Background: an optimization exercise with open tools, aiming at small area. Do not read the settings as production practice.
Function was checked by simulation only, so behaviour that the tests miss may differ from the original.
Power figures rest on the tool's default switching activity, not on a simulated workload.

east:
==> flow/design.v <==
module combine(led1, led2, led3, led4, led5, led6, l_red, l_blue, sw0, sw1, btn, clk, rst);
    input sw0, sw1;
    input rst;
    input [3:0] btn;
    input clk;
    output [6:0] led1, led2;
    output [6:0] led3, led4;
    output [6:0] led5, led6;
    output l_red, l_blue;
    reg [3:0] e0, e1;       
    reg [3:0] pq;           
    reg sw0_l, sw1_l;       
    reg [4:0] cnt;          
    reg [3:0] cr, cb;       
    reg [2:0] mode;
    reg sw1p;
    reg [4:0] hr;
    reg [5:0] mn, sc;
    reg [3:0] mm;
    reg [5:0] dd;
    reg [4:0] ahr;
    reg [5:0] amin;
    reg [4:0] ch;
    reg [5:0] cm, cs;
    reg cflag, tout;
    wire enb = (cnt == 5'd2);      
    wire any = |pq;
    wire b3 = (pq == 4'b1000);
    wire b2 = (pq == 4'b0100);
    wire b1 = (pq == 4'b0010);
    wire b0 = (pq == 4'b0001);
    wire md0 = (mode == 3'd0), md1 = (mode == 3'd1), md2 = (mode == 3'd2), md3 = (mode == 3'd3);
    wire al = sw0_l & (hr == ahr) & (mn == amin);
    function h23;  input [4:0] h; h23 = h[4] & h[2] & h[1] & h[0]; endfunction
    function m59;  input [5:0] m; m59 = m[5] & m[4] & m[3] & m[1] & m[0]; endfunction
    function [4:0] hinc; input [4:0] h; hinc = h23(h) ? 5'd0 : h + 5'd1; endfunction
    function [4:0] hdec; input [4:0] h; hdec = (h == 5'd0) ? 5'd23 : h - 5'd1; endfunction
    function [5:0] minc; input [5:0] m; minc = m59(m) ? 6'd0 : m + 6'd1; endfunction
    function [5:0] mdec; input [5:0] m; mdec = (m == 6'd0) ? 6'd59 : m - 6'd1; endfunction
    wire tick = enb & ~any;
    wire sc59 = m59(sc), mn59 = m59(mn), mn0 = (mn == 6'd0);
    wire mn_up = (md0 & b1) | (tick & sc59);
    wire mn_dn = md0 & b0;
    wire hr_up = (md0 & (b3 | (b1 & mn59))) | (tick & sc59 & mn59);
    wire hr_dn = md0 & (b2 | (b0 & mn0));
    wire [5:0] n_sc = tick ? minc(sc) : sc;
    wire [5:0] n_mn = mn_up ? minc(mn) : mn_dn ? mdec(mn) : mn;
    wire [4:0] n_hr = hr_up ? hinc(hr) : hr_dn ? hdec(hr) : hr;
    wire mm0    = (mm == 4'd0);
    wire mm2    = ~mm[3] & ~mm[2] & mm[1] & ~mm[0];
    wire mm12   = mm[3] & mm[2];
    wire mm_le1 = ~mm[3] & ~mm[2] & ~mm[1];
    wire is31   = mm[3] ^ mm[0];                           
    wire is30   = ~(mm[3] ^ mm[0]) & (mm[3] | mm[2]);      
    wire dd_le1 = (dd <= 6'd1);
    wire eom = (is31 & (dd >= 6'd31)) | (mm2 & (dd >= 6'd28)) | (is30 & (dd >= 6'd30));
    wire som = is30 | (dd_le1 & ~mm0);                     
    wire midnight = h23(hr) & mn59 & sc59;
    wire day_up = md1 & (b1 | (~any & midnight));
    wire day_dn = md1 & b0;
    wire mm_up = (md1 & b3) | (day_up & eom);
    wire mm_dn = (md1 & b2) | (day_dn & som);
    wire [3:0] mm_inc = mm12 ? 4'd1 : mm + 4'd1;
    wire [3:0] mm_dec = mm_le1 ? 4'd12 : mm - 4'd1;
    wire [3:0] n_mm = mm_up ? mm_inc : mm_dn ? mm_dec : (md1 & mm0) ? 4'd1 : mm;
    reg [5:0] n_dd;
    always @* begin
        n_dd = dd;
        if (day_up) n_dd = eom ? 6'd1 : dd + 6'd1;
        else if (day_dn) begin
            if (is30) n_dd = 6'd30;
            else if (dd_le1 & mm2) n_dd = 6'd28;
            else if (dd_le1 & ~mm0) n_dd = 6'd31;
            else n_dd = dd - 6'd1;
        end else if (md1 & mm0) n_dd = 6'd1;
    end
    wire [4:0] n_ahr = (md2 & b3) ? hinc(ahr) : (md2 & b2) ? hdec(ahr) : ahr;
    wire [5:0] n_amin = (md2 & b1) ? minc(amin) : (md2 & b0) ? mdec(amin) : amin;
    wire cz_s = (cs == 6'd0), cz_m = (cm == 6'd0), cz_h = (ch == 5'd0);
    wire dn = enb & cflag & ~(cz_s & cz_m & cz_h);
    wire [5:0] n_cs = dn ? (cz_s ? 6'd59 : cs - 6'd1) : (md3 & b1) ? minc(cs) : cs;
    wire [5:0] n_cm = (dn & cz_s) ? (cz_m ? 6'd59 : cm - 6'd1) : (md3 & b2) ? minc(cm) : cm;
    wire [4:0] n_ch = (dn & cz_s & cz_m) ? ch - 5'd1 : (md3 & b3) ? hinc(ch) : ch;
    wire n_cflag = cflag ^ (md3 & b0);
    wire n_tout = enb ? (cflag & (tout | (cz_s & cz_m & cz_h))) : tout;
    wire [2:0] n_mode = (sw1_l != sw1p) ? ((mode >= 3'd5) ? 3'd0 : mode + 3'd1) : mode;
    always @(posedge clk) begin
        if (rst) begin
            e0 <= 4'd0; e1 <= 4'd0; pq <= 4'd0;
            sw0_l <= 1'b0; sw1_l <= 1'b0;
            cnt <= 5'd0;
            cr <= 4'd0; cb <= 4'd0;
            mode <= 3'd0; sw1p <= 1'b0;
            hr <= 5'd0; mn <= 6'd0; sc <= 6'd0;
            mm <= 4'd0; dd <= 6'd0;
            ahr <= 5'd0; amin <= 6'd0;
            ch <= 5'd0; cm <= 6'd0; cs <= 6'd0; cflag <= 1'b0; tout <= 1'b0;
        end else begin
            e0 <= btn; e1 <= e0; pq <= e0 & ~e1;
            sw0_l <= sw0; sw1_l <= sw1;
            cnt <= (cnt >= 5'd19) ? 5'd0 : cnt + 5'd1;
            if (al) cr <= (cr >= 4'd11) ? 4'd0 : cr + 4'd1;
            if (n_tout) cb <= (cb >= 4'd11) ? 4'd0 : cb + 4'd1;
            mode <= n_mode; sw1p <= sw1_l;
            hr <= n_hr; mn <= n_mn; sc <= n_sc;
            mm <= n_mm; dd <= n_dd;
            ahr <= n_ahr; amin <= n_amin;
            ch <= n_ch; cm <= n_cm; cs <= n_cs; cflag <= n_cflag; tout <= n_tout;
        end
    end
    assign l_red  = (cr != 4'd0) && (cr <= 4'd6);
    assign l_blue = (cb != 4'd0) && (cb <= 4'd6);
    reg [5:0] v1, v2, v3;
    always @* begin
        case (mode)
            3'd0: begin v1 = {1'b0, hr}; v2 = mn; v3 = sc; end
            3'd1: begin v1 = {2'b0, mm}; v2 = dd; v3 = cs; end
            3'd2: begin v1 = {1'b0, ahr}; v2 = amin; v3 = cs; end
            default: begin v1 = {1'b0, ch}; v2 = cm; v3 = cs; end
        endcase
    end
    wire [3:0] t1 = v1 / 6'd10, u1 = v1 % 6'd10;
    wire [3:0] t2 = v2 / 6'd10, u2 = v2 % 6'd10;
    wire [3:0] t3 = v3 / 6'd10, u3 = v3 % 6'd10;
    reg [3:0] d1, d2, d3, d4, d5, d6;
    always @* begin
        d1 = t1; d2 = u1; d3 = t2; d4 = u2; d5 = t3; d6 = u3;
        case (mode)
            3'd1: begin d5 = 4'd2; d6 = 4'd4; end
            3'd2: begin d5 = 4'd2; d6 = 4'd2; end
            3'd4: begin d1 = 4'd4; d2 = 4'd4; d3 = 4'd4; d4 = 4'd4; d5 = 4'd4; d6 = 4'd4; end
            3'd5: begin d1 = 4'd8; d2 = 4'd8; d3 = 4'd8; d4 = 4'd8; d5 = 4'd8; d6 = 4'd8; end
            default: ;
        endcase
    end
    function [6:0] seg;
        input [3:0] d;
        case (d)
            4'd0: seg = 7'b0000001;
            4'd1: seg = 7'b1001111;
            4'd2: seg = 7'b0010010;
            4'd3: seg = 7'b0000110;
            4'd4: seg = 7'b1001100;
            4'd5: seg = 7'b0100100;
            4'd6: seg = 7'b0100000;
            4'd7: seg = 7'b0001111;
            4'd8: seg = 7'b0000000;
            4'd9: seg = 7'b0000100;
            default: seg = 7'b0000000;
        endcase
    endfunction
    assign led1 = seg(d1);
    assign led2 = seg(d2);
    assign led3 = seg(d3);
    assign led4 = seg(d4);
    assign led5 = seg(d5);
    assign led6 = seg(d6);
endmodule
==> flow/config.mk <==
export PLATFORM = sky130hd
export DESIGN_NAME = combine
export DESIGN_NICKNAME = combine
export VERILOG_FILES = /design/flow/design.v
export SDC_FILE = /design/flow/constraint.sdc
export NUM_CORES = 4
export LEC_CHECK = 0
export CAP_MARGIN = 20
export CORE_MARGIN = 2
export CORE_UTILIZATION = 40
export SLEW_MARGIN = 20
==> flow/constraint.sdc <==
create_clock -name core_clock -period 8.0 [get_ports {clk}]
set_input_delay 1.6000 -clock core_clock [delete_from_list [all_inputs] [get_ports {clk}]]
set_output_delay 1.6000 -clock core_clock [all_outputs]
set_load 0.01 [all_outputs]
standard.sh (not shown) runs the stock make flow with config.mk's settings and CLKGATE_MAP_FILE= SYNTH_SCRIPT=/design/flow/synth_recipe.tcl, a recipe that flattens the netlist after the stock synthesis.
==> flow/flow/run.sh <==
#!/bin/bash
# Own layout flow: the standard layout (standard.sh), except that
# * synthesis maps the logic with an area-oriented ABC script (area.abc) and
#   without the platform's half/full adder cells. Synthesis is otherwise
#   the standard flow's own script (synth_recipe.tcl: synth -nofsm -noshare, flatten,
#   renames), so the registers keep the standard synthesis's names and cells;
# * every port still gets its buffer, but a small one (buf_1);
# * clock tree synthesis builds the tree from clkbuf_8 cells, without dummy loads.
set -euo pipefail
W=$PWD
F=$W/flow
export AREA_ABC_SCRIPT=$F/area.abc
make -C "$FLOW_HOME" DESIGN_CONFIG="$W/config.mk" WORK_HOME="$W/orfs" CLKGATE_MAP_FILE= \
  SYNTH_SCRIPT="$F/synth.tcl" ADDER_MAP_FILE= synth > "$W/synth.log" 2>&1
bash "$W/standard.sh" ADDER_MAP_FILE= \
  "BUFFER_PORTS_ARGS=-buffer_cell sky130_fd_sc_hd__buf_1" \
  "CTS_ARGS=-sink_clustering_enable -repair_clock_nets -dont_use_dummy_load -buf_list sky130_fd_sc_hd__clkbuf_8" \
  > "$W/layout.log" 2>&1
==> flow/flow/area.abc <==
strash
&get -n
&fraig -x
&put
dc2
strash
&get -n
&dch -f
&nf -R 1000
&put
topo
==> flow/flow/synth.tcl <==
# synth_recipe.tcl with the final ABC mapping run on the script in $AREA_ABC_SCRIPT
proc synth {args} { yosys synth -nofsm -noshare {*}$args }
proc abc {args} {
  set i [lsearch -exact $args -script]
  if { $i >= 0 && [info exists ::env(AREA_ABC_SCRIPT)] } {
    set f [open $::env(AREA_ABC_SCRIPT) r]
    set s [string trim [read $f]]
    close $f
    lset args [expr { $i + 1 }] "+[join [split $s "\n"] ";"]"
  }
  yosys abc {*}$args
}
source $::env(SCRIPTS_DIR)/synth.tcl
# left out here: clear keep_hierarchy, flatten, clean up, hide names made inside functions, write 1_2_yosys.v
Input-level comparison between south and east:
--- a/flow/design.v
+++ b/flow/design.v
@@ -45,6 +45,10 @@
     wire hr_dn = md0 & (b2 | (b0 & mn0));
     wire [5:0] n_sc = tick ? minc(sc) : sc;
-    wire [5:0] n_mn = mn_up ? minc(mn) : mn_dn ? mdec(mn) : mn;
-    wire [4:0] n_hr = hr_up ? hinc(hr) : hr_dn ? hdec(hr) : hr;
+    wire [4:0] hx = (any & md2) ? ahr : (any & md3) ? ch : hr;
+    wire [5:0] mx = (any & md2) ? amin : (any & md3 & b2) ? cm : (any & md3) ? cs : mn;
+    wire [4:0] h_inc = hinc(hx), h_dec = hdec(hx);
+    wire [5:0] m_inc = minc(mx), m_dec = mdec(mx);
+    wire [5:0] n_mn = mn_up ? m_inc : mn_dn ? m_dec : mn;
+    wire [4:0] n_hr = hr_up ? h_inc : hr_dn ? h_dec : hr;
     wire mm0    = (mm == 4'd0);
     wire mm2    = ~mm[3] & ~mm[2] & mm[1] & ~mm[0];
@@ -75,11 +79,11 @@
         end else if (md1 & mm0) n_dd = 6'd1;
     end
-    wire [4:0] n_ahr = (md2 & b3) ? hinc(ahr) : (md2 & b2) ? hdec(ahr) : ahr;
-    wire [5:0] n_amin = (md2 & b1) ? minc(amin) : (md2 & b0) ? mdec(amin) : amin;
+    wire [4:0] n_ahr = (md2 & b3) ? h_inc : (md2 & b2) ? h_dec : ahr;
+    wire [5:0] n_amin = (md2 & b1) ? m_inc : (md2 & b0) ? m_dec : amin;
     wire cz_s = (cs == 6'd0), cz_m = (cm == 6'd0), cz_h = (ch == 5'd0);
     wire dn = enb & cflag & ~(cz_s & cz_m & cz_h);
-    wire [5:0] n_cs = dn ? (cz_s ? 6'd59 : cs - 6'd1) : (md3 & b1) ? minc(cs) : cs;
-    wire [5:0] n_cm = (dn & cz_s) ? (cz_m ? 6'd59 : cm - 6'd1) : (md3 & b2) ? minc(cm) : cm;
-    wire [4:0] n_ch = (dn & cz_s & cz_m) ? ch - 5'd1 : (md3 & b3) ? hinc(ch) : ch;
+    wire [5:0] n_cs = dn ? (cz_s ? 6'd59 : cs - 6'd1) : (md3 & b1) ? m_inc : cs;
+    wire [5:0] n_cm = (dn & cz_s) ? (cz_m ? 6'd59 : cm - 6'd1) : (md3 & b2) ? m_inc : cm;
+    wire [4:0] n_ch = (dn & cz_s & cz_m) ? ch - 5'd1 : (md3 & b3) ? h_inc : ch;
     wire n_cflag = cflag ^ (md3 & b0);
     wire n_tout = enb ? (cflag & (tout | (cz_s & cz_m & cz_h))) : tout;
--- outcome ---
Compared with east, in south worst-case reg-to-reg path depth climbed 3; logic gate share of total power went up 2.3 points; first-pass GRT wire length moved up. Changes observed in south relative to east: final setup slack of the worst path +0.70 ns, area of the mapped netlist moved down, number of gates on the worst path with buffers counted shows an increase of 2, largest stage delay on the critical path went down by 0.03 ns. Summary of south over east: via count moved up, mean routed wirelength per cell climbed 6.6%. The cell area reported after detailed placement in south sits 61 um^2 below the value recorded for east. Taking east as the reference, in south minimum clock period decreased 0.70 ns, global routing usage summed across all routing layers went up by 1.6 points.

static timing again, ports no longer ideal:
The flow's constraints put no driver on any port. The routed layouts listed below were extracted and timed again, unchanged, in two steps.
Step 1 assumes that a clkbuf_16 drives the clock port and a buf_2 every other input.
Step 2 adds t to the input delays and takes it off the output delays; t is the mean of the earliest and latest rising clock arrival at the registers after step 1. Input paths then give back, and output paths get back, about the clock's delay inside the block.
Slacks: ideal ports / drivers / drivers and shift; pairs: ideal ports / drivers.
| run | shift t [ns] | slack for setup (ns) | worst hold slack (ns) | latest minus earliest clock arrival (ns) | worst slew at a driven data input, ns |
|---|---|---|---|---|---|
| east | 0.403 | 1.068 / 1.032 / 1.435 | 0.387 / 0.387 / 0.387 | 0.042 / 0.042 | 0.03 |
| south | 0.394 | 1.764 / 1.729 / 2.123 | 0.384 / 0.384 / 0.384 | 0.028 / 0.028 | 0.03 |
After both steps setup and hold are still met in every run listed.
